What follows belongs to an exercise in optimizing a design on an open flow for small area, a short achievable clock period and few clock cycles; a production flow would make more cautious choices.
At most, simulation tests tie the RTL to the original design; equivalence was not proved.
Power figures rest on the tool's default switching activity, not on a simulated workload.

Setup of red:
==> flow/design.v (excerpt) <==
module mips(
	input wire clk,
	input wire rst,
	output wire [31:0] INST_ADDR,
	input wire [31:0] INST_DATA,
	output wire [31:0] DMEM_ADDR,
	output wire DMEM_WE,
	output wire [31:0] DMEM_WDATA,
	input wire [31:0] DMEM_RDATA
	);
Size: about 0.064 mm^2 of cells after synthesis.
clock: 10.0 ns
lec_check: 0
cap_margin: 20
core_margin: 2
core_utilization: 40
slew_margin: 20
synth_hierarchical: 1
synth_minimum_keep_size: 0
standard.sh (not shown) runs the stock make flow with config.mk's settings and CLKGATE_MAP_FILE= SYNTH_SCRIPT=/design/flow/synth_recipe.tcl, a recipe that flattens the netlist after the stock synthesis.
==> flow/flow/run.sh <==
#!/bin/bash
set -euo pipefail
MARGIN=6.5
bash standard.sh synth > synth.log 2>&1
SYNTH_ODB=orfs/results/sky130hd/mips/base/1_synth.odb openroad -no_init -exit flow/downsize.tcl > downsize.log 2>&1
bash standard.sh SETUP_SLACK_MARGIN=$MARGIN "CTS_ARGS=-sink_clustering_enable -repair_clock_nets -dont_use_dummy_load -buf_list sky130_fd_sc_hd__clkbuf_8 -sink_clustering_size 20" finish > layout.log 2>&1
==> flow/flow/downsize.tcl <==
# Set every combinational cell that synthesis mapped to a larger drive
# strength back to its smallest variant; the timing repair later in the flow
# sizes up the cells that need it.
set odb $::env(SYNTH_ODB)
read_db $odb
set db [ord::get_db]
set n 0
foreach inst [[ord::get_db_block] getInsts] {
  set m [$inst getMaster]
  set name [$m getName]
  if {[regexp {^sky130_fd_sc_hd__(df|edf|sdf|dl|sdl|conb|tap|fill|decap|diode)} $name]} { continue }
  if {[regexp {^(sky130_fd_sc_hd__[a-z0-9]+)_([0-9]+)$} $name -> base size] && $size > 1} {
    foreach s {1 0} {
      set nm [$db findMaster ${base}_$s]
      if {$nm ne "NULL" && $nm ne ""} {
        $inst swapMaster $nm
        incr n
        break
      }
    }
  }
}
puts "downsized $n cells"
write_db $odb
## Diff of input files: blue against red
==> flow/flow/run.sh <==
#!/bin/bash
set -euo pipefail
MARGIN=6.5
bash standard.sh synth > synth.log 2>&1
SYNTH_ODB=orfs/results/sky130hd/mips/base/1_synth.odb openroad -no_init -exit flow/downsize.tcl > downsize.log 2>&1
bash standard.sh SETUP_SLACK_MARGIN=$MARGIN "CTS_ARGS=-sink_clustering_enable -repair_clock_nets -dont_use_dummy_load -buf_list sky130_fd_sc_hd__clkbuf_8 -sink_clustering_size 20" "BUFFER_PORTS_ARGS=-buffer_cell sky130_fd_sc_hd__buf_2" finish > layout.log 2>&1
Results
In summary, blue completed successfully, with a layout that passed the timing, DRC and antenna checks.
There was hardly any difference in final standard cell count with taps included and fillers excluded between red and blue.
blue vs red — wire length of the first global-routing pass climbed by a few percent
blue -> red: filler cell count flat
No run of this note included a check of the RTL's function; only the layout flow was run.

---

run 1:
mips, a different RTL version from the one above (not shown whole).
For scale: ~6,500 cells after synthesis, ~160 I/O pins, roughly 0.063 mm² of cells after synthesis.
Settings: LEC_CHECK=0, CAP_MARGIN=20, CORE_MARGIN=2, CORE_UTILIZATION=40, SLEW_MARGIN=20, SYNTH_HIERARCHICAL=1, SYNTH_MINIMUM_KEEP_SIZE=0; clock period 10.0 ns.
==> flow/flow/run.sh <==
#!/bin/bash
set -euo pipefail
MARGIN=6.5
bash standard.sh synth > synth.log 2>&1
SYNTH_ODB=orfs/results/sky130hd/mips/base/1_synth.odb openroad -no_init -exit flow/downsize.tcl > downsize.log 2>&1
bash standard.sh SETUP_SLACK_MARGIN=$MARGIN "CTS_ARGS=-sink_clustering_enable -repair_clock_nets -dont_use_dummy_load -buf_list sky130_fd_sc_hd__clkbuf_8 -sink_clustering_size 20" finish > layout.log 2>&1
Scripts as last shown in full above: flow/flow/downsize.tcl
The following lists how run 2 was set up differently from run 1:
diff --git a/flow/flow/run.sh b/flow/flow/run.sh
--- a/flow/flow/run.sh
+++ b/flow/flow/run.sh
@@ -2,3 +2,3 @@
 set -euo pipefail
-MARGIN=6.5
+MARGIN=6.4
 bash standard.sh synth > synth.log 2>&1
Compared with run 1, in run 2 total power of the final layout lower, cell count after synthesis roughly the same, number of cells in the finished layout apart from fillers lower.
## Diff of input files: run 3 against run 2
==> flow/flow/run.sh <==
#!/bin/bash
set -euo pipefail
MARGIN=6.5
bash standard.sh synth > synth.log 2>&1
SYNTH_ODB=orfs/results/sky130hd/mips/base/1_synth.odb openroad -no_init -exit flow/downsize.tcl > downsize.log 2>&1
bash standard.sh SETUP_SLACK_MARGIN=$MARGIN "CTS_ARGS=-sink_clustering_enable -repair_clock_nets -dont_use_dummy_load -buf_list sky130_fd_sc_hd__clkbuf_8 -sink_clustering_size 20" "BUFFER_PORTS_ARGS=-buffer_cell sky130_fd_sc_hd__buf_4" finish > layout.log 2>&1
[summary]
Routed wire length, run 2 and run 3: smaller value in run 3
Delta (run 3 minus run 2): clock network power share lower; final critical delay including setup and external delays has decreased; buffers inserted during post-CTS setup optimization dropped 16.
No functional check of the RTL was part of any run of this note.

---

Another version of the RTL of mips (not shown whole).
For scale: about 160 I/O pins, ~64000 um^2 of cells after synthesis.
==> flow/design.v (excerpt) <==
module mips(
	input wire clk,
	input wire rst,
	output wire [31:0] INST_ADDR,
	input wire [31:0] INST_DATA,
	output wire [31:0] DMEM_ADDR,
	output wire DMEM_WE,
	output wire [31:0] DMEM_WDATA,
	input wire [31:0] DMEM_RDATA
	);
clock: 10.0 ns
lec_check: 0
cap_margin: 20
core_margin: 2
core_utilization: 40
place_density: 0.7
slew_margin: 20
synth_hierarchical: 1
synth_minimum_keep_size: 0
==> flow/flow/run.sh <==
#!/bin/bash
set -euo pipefail
MARGIN=6.7
bash standard.sh synth > synth.log 2>&1
SYNTH_ODB=orfs/results/sky130hd/mips/base/1_synth.odb openroad -no_init -exit flow/downsize.tcl > downsize.log 2>&1
bash standard.sh SETUP_SLACK_MARGIN=$MARGIN "CTS_ARGS=-sink_clustering_enable -repair_clock_nets -dont_use_dummy_load -buf_list sky130_fd_sc_hd__clkbuf_8 -sink_clustering_size 20" finish > layout.log 2>&1
Scripts as last shown in full above: flow/flow/downsize.tcl
Testbench counts at the start, summed over its fixed seeds: cycles 74,576.
Rerun with:
==> flow/flow/run.sh (replaced) <==
#!/bin/bash
set -euo pipefail
MARGIN=6.6
bash standard.sh synth > synth.log 2>&1
SYNTH_ODB=orfs/results/sky130hd/mips/base/1_synth.odb openroad -no_init -exit flow/downsize.tcl > downsize.log 2>&1
bash standard.sh SETUP_SLACK_MARGIN=$MARGIN "CTS_ARGS=-sink_clustering_enable -repair_clock_nets -dont_use_dummy_load -buf_list sky130_fd_sc_hd__clkbuf_16 -sink_clustering_size 30 -sink_clustering_max_diameter 80" finish > layout.log 2>&1
The new run completed without violations.
Sequential power came out lower by about 0.8%.
Setup slack is worse by 0.21 ns.
Cell area came out lower by about 0.8%.
Hold slack is better by 0.058 ns.
Total power came out lower by 4.9%.
Rerun with:
==> flow/flow/run.sh (replaced) <==
#!/bin/bash
set -euo pipefail
MARGIN=6.6
bash standard.sh synth > synth.log 2>&1
SYNTH_ODB=orfs/results/sky130hd/mips/base/1_synth.odb openroad -no_init -exit flow/downsize.tcl > downsize.log 2>&1
bash standard.sh SETUP_SLACK_MARGIN=$MARGIN "CTS_ARGS=-sink_clustering_enable -repair_clock_nets -dont_use_dummy_load -buf_list sky130_fd_sc_hd__clkbuf_8 -sink_clustering_size 20" finish > layout.log 2>&1
- SLEW_MARGIN: 20 -> 50
What happened: Combinational power decreases by 6.7%. Die area is unchanged. Final cell count increases by 0.92%. Global-route usage is about the same. First-iteration DRC count decreases by 1.1%. Sequential share of layout area increases by 0.18 points.

---

job 7542:
mips, a different RTL version from the one above (not shown whole).
For scale: about 6600 cells after synthesis, about 160 I/O pins, ~64000 sq um of cells after synthesis.
==> flow/config.mk <==
export PLATFORM = sky130hd
export DESIGN_NAME = mips
export DESIGN_NICKNAME = mips
export VERILOG_FILES = /design/flow/design.v
export SDC_FILE = /design/flow/constraint.sdc
export NUM_CORES = 8
export LEC_CHECK = 0
export CAP_MARGIN = 20
export CORE_MARGIN = 2
export CORE_UTILIZATION = 40
export SLEW_MARGIN = 20
export SYNTH_HIERARCHICAL = 1
export SYNTH_MINIMUM_KEEP_SIZE = 0
==> flow/constraint.sdc <==
create_clock -name core_clock -period 10.0 [get_ports {clk}]
set_input_delay 2.0000 -clock core_clock [delete_from_list [all_inputs] [get_ports {clk}]]
set_output_delay 2.0000 -clock core_clock [all_outputs]
set_load 0.01 [all_outputs]
==> flow/flow/run.sh <==
#!/bin/bash
set -euo pipefail
MARGIN=6.5
bash standard.sh synth > synth.log 2>&1
SYNTH_ODB=orfs/results/sky130hd/mips/base/1_synth.odb openroad -no_init -exit flow/downsize.tcl > downsize.log 2>&1
bash standard.sh SETUP_SLACK_MARGIN=$MARGIN finish > layout.log 2>&1
Scripts as last shown in full above: flow/flow/downsize.tcl
Job 7542 ran to completion and came out clean on the timing, DRC and antenna checks.
The following lists how job 7919 was set up differently from job 7542:
-- flow/flow/run.sh --
<<< job 7542, line 2
set -euo pipefail
MARGIN=6.5
bash standard.sh synth > synth.log 2>&1
>>> job 7919, line 2
set -euo pipefail
MARGIN=7
bash standard.sh synth > synth.log 2>&1
--- outcome ---
- Layout multi-input combinational cell count delta (job 7542 -> job 7919): insignificant
- Compared with job 7542, job 7919 ends up with a larger final cell area.
- Wire length (job 7919 / job 7542): 1.08
- Number of inserted diodes (higher): job 7542
- Summary of job 7919 over job 7542: total power density per cell area went down, first-pass GRT wire length went up, post-CTS resize count went up.
No run of this note included a check of the RTL's function; only the layout flow was run.

---

Setup of lane 1:
mips, a different RTL version from the one above (not shown whole).
Size in the first run: ~6,700 cells after synthesis, roughly 160 I/O pins.
Settings: LEC_CHECK=0, CAP_MARGIN=20, CORE_MARGIN=2, CORE_UTILIZATION=40, SLEW_MARGIN=20, SYNTH_HIERARCHICAL=1, SYNTH_MINIMUM_KEEP_SIZE=0; clock period 10.0 ns.
==> flow/flow/run.sh <==
#!/bin/bash
set -euo pipefail
MARGIN=6.5
bash standard.sh synth > synth.log 2>&1
SYNTH_ODB=orfs/results/sky130hd/mips/base/1_synth.odb openroad -no_init -exit flow/downsize.tcl > downsize.log 2>&1
bash standard.sh SETUP_SLACK_MARGIN=$MARGIN "CTS_ARGS=-sink_clustering_enable -repair_clock_nets -dont_use_dummy_load -buf_list sky130_fd_sc_hd__clkbuf_8 -sink_clustering_size 20" "BUFFER_PORTS_ARGS=-buffer_cell sky130_fd_sc_hd__buf_4" finish > layout.log 2>&1
Scripts as last shown in full above: flow/flow/downsize.tcl
--- input diff lane 1..lane 2 ---
==> flow/flow/run.sh <==
#!/bin/bash
set -euo pipefail
MARGIN=6.5
bash standard.sh synth > synth.log 2>&1
SYNTH_ODB=orfs/results/sky130hd/mips/base/1_synth.odb openroad -no_init -exit flow/downsize.tcl > downsize.log 2>&1
bash standard.sh SETUP_SLACK_MARGIN=$MARGIN "CTS_ARGS=-sink_clustering_enable -repair_clock_nets -dont_use_dummy_load -buf_list sky130_fd_sc_hd__clkbuf_8 -sink_clustering_size 20" finish > layout.log 2>&1
Findings:
- Sort lane 2 and lane 1 by worst clock skew asc -> top: lane 2
- Lane 2 and lane 1 ended up with roughly the same final worst-path cycle share.
- | area of all placed cells without fillers | lane 2 vs lane 1 | worse |
- Combinational fraction of design power: lane 2 vs lane 1 up 0.8 points
- Lane 2 vs. lane 1: worst hold-check slack shows a reduction of 0.0048 ns; power density relative to cell area ~0 delta; total detailed-routing wirelength now sits lower; die area now sits at about the same level; fraction of area in registers went down.
Function was not checked in any run of this note: the RTL went through the layout flow alone.

-- separate check: timing with driven ports --
The flow's constraints put no driver on any port. The routed layouts listed below were extracted and timed again, unchanged, in two steps.
Step 1: set_driving_cell puts a clkbuf_16 on clk and a buf_2 on each other input, an assumption about the parent block.
Step 2 moves the port delays by t, midway between the first and last clock arrival at a register: inputs arrive t later, outputs are due t later. That takes back most of the time a late clock gives input paths.
Three values: ideal ports, drivers, drivers and shift; two values: the first two.
| run | t (ns) | slack for setup (ns) | worst data-port slew with drivers (ns) |
|---|---|---|---|
| red | 1.046 | 6.327 / 6.267 / 5.333 | 0.09 |
| blue | 1.044 | 6.304 / 6.234 / 5.263 | 0.21 |
| run 1 | 0.999 | 6.267 / 6.309 / 5.309 | 0.07 |
| run 2 | 1.020 | 6.261 / 6.299 / 5.288 | 0.07 |
| run 3 | 1.026 | 6.329 / 6.311 / 5.327 | 0.14 |
| the first run of note 3 | 1.012 | 6.383 / 6.306 / 5.403 | 0.18 |
| the second run of note 3 | 0.776 | 6.174 / 6.213 / 5.437 | 0.12 |
| the third run of note 3 | 1.038 | 6.370 / 6.293 / 5.448 | 0.09 |
| job 7542 | 0.885 | 5.438 / 5.482 / 4.597 | 0.14 |
| job 7919 | 0.875 | 5.505 / 5.548 / 4.673 | 0.20 |
| lane 1 | 1.025 | 6.246 / 6.155 / 5.130 | 0.23 |
| lane 2 | 1.029 | 6.240 / 6.295 / 5.266 | 0.21 |
After both steps setup and hold are still met in every run listed. The setup slack of lane 1, which loses most, moves by -0.091 ns with the drivers and by -1.116 ns with both steps.
